This is an optimization exercise on Yosys and OpenROAD, whose aim is small area and a short achievable clock period, not a production implementation.
In this exercise RTL edits were held to simulation tests only and were not proved equivalent to the original.
No activity file was given, so power comes from the tool's default toggle rates.

Design rx_queue_map_top, start of the top module:
module rx_queue_map_top (
    input  wire        clk,
    input  wire        rst,
    input  wire [5:0]  reg_wr_addr,
    input  wire [31:0] reg_wr_data,
    input  wire [3:0]  reg_wr_strb,
    input  wire        reg_wr_en,
    output wire        reg_wr_wait,
    output wire        reg_wr_ack,
    input  wire [5:0]  reg_rd_addr,
    input  wire        reg_rd_en,
    output wire [31:0] reg_rd_data,
    output wire        reg_rd_wait,
    output wire        reg_rd_ack,
    input  wire [6:0]  s_axil_awaddr,
    input  wire [2:0]  s_axil_awprot,
    input  wire        s_axil_awvalid,
    output wire        s_axil_awready,
    input  wire [31:0] s_axil_wdata,
    input  wire [3:0]  s_axil_wstrb,
    input  wire        s_axil_wvalid,
    output wire        s_axil_wready,
    output wire [1:0]  s_axil_bresp,
    output wire        s_axil_bvalid,
    input  wire        s_axil_bready,
    input  wire [6:0]  s_axil_araddr,
    input  wire [2:0]  s_axil_arprot,
    input  wire        s_axil_arvalid,
    output wire        s_axil_arready,
    output wire [31:0] s_axil_rdata,
    output wire [1:0]  s_axil_rresp,
    output wire        s_axil_rvalid,
    input  wire        s_axil_rready,
    input  wire [0:0]  req_id,
    input  wire [8:0]  req_dest,
    input  wire [31:0] req_hash,
    input  wire [7:0]  req_tag,
    input  wire        req_valid,
    output wire [7:0]  resp_queue,
    output wire [7:0]  resp_tag,
    output wire        resp_valid
);
Size in the first run: ~3100 cells after synthesis, roughly 1300 flip-flops, roughly 41000 um2 of cells after synthesis.
Settings: LEC_CHECK=0, CAP_MARGIN=20, CORE_MARGIN=2, CORE_UTILIZATION=50, PLACE_DENSITY=0.7, SETUP_SLACK_MARGIN=3.45, SLEW_MARGIN=20, TNS_END_PERCENT=5; clock period 6.0 ns.
standard.sh (not shown) runs the stock make flow with config.mk's settings and CLKGATE_MAP_FILE= SYNTH_SCRIPT=/design/flow/synth_recipe.tcl, a recipe that flattens the netlist after the stock synthesis.
==> flow/flow/run.sh <==
#!/bin/bash
# Layout flow: the standard.sh (ORFS, the standard flow's synthesis script) with
#  - an area-recovering ABC mapping script (combinational logic only; the
#    registers are mapped by dfflibmap before ABC, exactly as in the
#    standard synthesis),
#  - buf_2 port buffers, repair free to change cell footprints,
#  - a clock tree with larger sink clusters and no dummy loads.
# make's output goes to flow_make.log; each ORFS step keeps its own log under
# orfs/logs/.
set -euo pipefail
W=$PWD
rm -rf "$W/scripts_abc"
cp -r "$FLOW_HOME/scripts" "$W/scripts_abc"
cp "$W/flow/abc_speed.script" "$W/scripts_abc/abc_speed.script"
bash standard.sh \
  "SCRIPTS_DIR=$W/scripts_abc" \
  MATCH_CELL_FOOTPRINT=0 \
  "BUFFER_PORTS_ARGS=-buffer_cell sky130_fd_sc_hd__buf_2" \
  "CTS_ARGS=-sink_clustering_enable -repair_clock_nets -dont_use_dummy_load -sink_clustering_size 20 -sink_clustering_max_diameter 100" \
  finish > flow_make.log 2>&1
==> flow/flow/abc_speed.script <==
&get -n
&st
&dch
&nf -R 1000
&put
The starting point finished with timing, DRC and antenna clean.
Change:
--- a/flow/flow/run.sh
+++ b/flow/flow/run.sh
@@ -18,3 +18,3 @@
   "BUFFER_PORTS_ARGS=-buffer_cell sky130_fd_sc_hd__buf_2" \
-  "CTS_ARGS=-sink_clustering_enable -repair_clock_nets -dont_use_dummy_load -sink_clustering_size 20 -sink_clustering_max_diameter 100" \
+  "CTS_ARGS=-sink_clustering_enable -repair_clock_nets -dont_use_dummy_load -sink_clustering_size 25 -sink_clustering_max_diameter 100" \
   finish > flow_make.log 2>&1
--- a/flow/config.mk
+++ b/flow/config.mk
@@ -11,3 +11,3 @@
 export PLACE_DENSITY = 0.7
-export SETUP_SLACK_MARGIN = 3.45
+export SETUP_SLACK_MARGIN = 3.6
 export SLEW_MARGIN = 20
Utilization falls by 0.42 points.
Setup slack gains 0.048 ns.
Routed wire length falls by 0.42%.
Synthesized area stays the same.
Hold slack loses 0.0089 ns.
Via count falls by 0.34%.
Register-to-register slack gains 0.07 ns.
Change:
--- a/flow/flow/run.sh
+++ b/flow/flow/run.sh
@@ -18,3 +18,3 @@
   "BUFFER_PORTS_ARGS=-buffer_cell sky130_fd_sc_hd__buf_2" \
-  "CTS_ARGS=-sink_clustering_enable -repair_clock_nets -dont_use_dummy_load -sink_clustering_size 25 -sink_clustering_max_diameter 100" \
+  "CTS_ARGS=-sink_clustering_enable -repair_clock_nets -dont_use_dummy_load -sink_clustering_size 20 -sink_clustering_max_diameter 100" \
   finish > flow_make.log 2>&1
--- a/flow/config.mk
+++ b/flow/config.mk
@@ -9,4 +9,4 @@
 export CORE_MARGIN = 2
-export CORE_UTILIZATION = 50
-export PLACE_DENSITY = 0.7
+export CORE_UTILIZATION = 60
+export PLACE_DENSITY = 0.75
 export SETUP_SLACK_MARGIN = 3.6
After rerunning: Setup slack improves by 0.015 ns; global-route usage goes up by 6.7 points; first-iteration DRC count goes up by 16%; cell area goes up by 0.57%.
Change:
--- a/flow/config.mk
+++ b/flow/config.mk
@@ -9,5 +9,5 @@
 export CORE_MARGIN = 2
-export CORE_UTILIZATION = 60
-export PLACE_DENSITY = 0.75
-export SETUP_SLACK_MARGIN = 3.6
+export CORE_UTILIZATION = 50
+export PLACE_DENSITY = 0.7
+export SETUP_SLACK_MARGIN = 3.3
 export SLEW_MARGIN = 20
Cell area is about the same.
Power hardly moves.
Routed wire length fell by 2.5%.
Die area rose by 20%.
Synthesized area does not change.
Utilization fell by 11 points.
Worst hold slack gets better by 0.020 ns.
First-iteration DRC count fell by 10%.
Sequential power hardly moves.
Setup slack gets worse by 0.16 ns.
Register-to-register slack gets worse by 0.26 ns.
Change:
==> flow/flow/abc_speed.script (replaced) <==
&get -n
&st
&dch
&nf -R 1000
&put
buffer -c
topo
stime -c
upsize -c
dnsize -c
--- a/flow/config.mk
+++ b/flow/config.mk
@@ -11,3 +11,3 @@
 export PLACE_DENSITY = 0.7
-export SETUP_SLACK_MARGIN = 3.3
+export SETUP_SLACK_MARGIN = 3.6
 export SLEW_MARGIN = 20
Cell area went up by 0.36%.
Non-clock buffer count increases by 2.
Area after synthesis goes up by 2.5%.
Count of clock-buffer cells in the layout stays the same.
Via count goes up by 0.44%.
Core utilization goes down by 1.6 points.
Total power climbs by 0.94%.
Change:
==> flow/flow/abc_speed.script (replaced) <==
&get -n
&st
&dch
&nf -R 1000
&put
Effect:
- The changed run finished with timing, DRC and antenna clean
- hold slack improved by 0.016 ns
- global-route usage grows by 0.45 points
- clock power barely changes
- combinational power decreases by about 9%
- worst setup slack is better by 0.035 ns
- total power came out lower by 0.87%
- synthesized area decreases by about 2.5%
- cell area hardly moves
- via count decreases by about 0.37%
- cell count is lower by 0.65%
- routed wire length goes down by about 2%

==> what the ideal ports hide <==
The flow's constraints put no driver on any port. The routed layouts listed below were extracted and timed again, unchanged, in two steps.
Step 1 assumes that a clkbuf_16 drives the clock port and a buf_2 every other input.
Step 2 moves the port delays by t, midway between the first and last clock arrival at a register: inputs arrive t later, outputs are due t later. That takes back most of the time a late clock gives input paths.
Three values: ideal ports, drivers, drivers and shift; two values: the first two.
run | t, ns | setup WS [ns] | hold slack, ns | worst setup path at the end | cell pins on the clock port's net
the first run | 0.682 | 3.444 / 3.436 / 3.132 | 0.331 / 0.331 / 0.331 | input to register | 1
the second run | 0.719 | 3.492 / 3.424 / 3.118 | 0.322 / 0.322 / 0.322 | input to register | 1
the third run | 0.682 | 3.508 / 3.443 / 3.077 | 0.311 / 0.311 / 0.311 | input to register | 1
the fourth run | 0.680 | 3.349 / 3.349 / 3.122 | 0.331 / 0.331 / 0.331 | input to register | 1
the fifth run | 0.684 | 3.470 / 3.409 / 3.049 | 0.315 / 0.315 / 0.315 | input to register | 1
the sixth run | 0.684 | 3.504 / 3.435 / 3.141 | 0.331 / 0.331 / 0.331 | input to register | 1
After both steps every run listed still meets setup and hold. For the third run, which loses most, drivers alone change the setup slack by -0.065 ns; drivers and shift together by -0.431 ns.
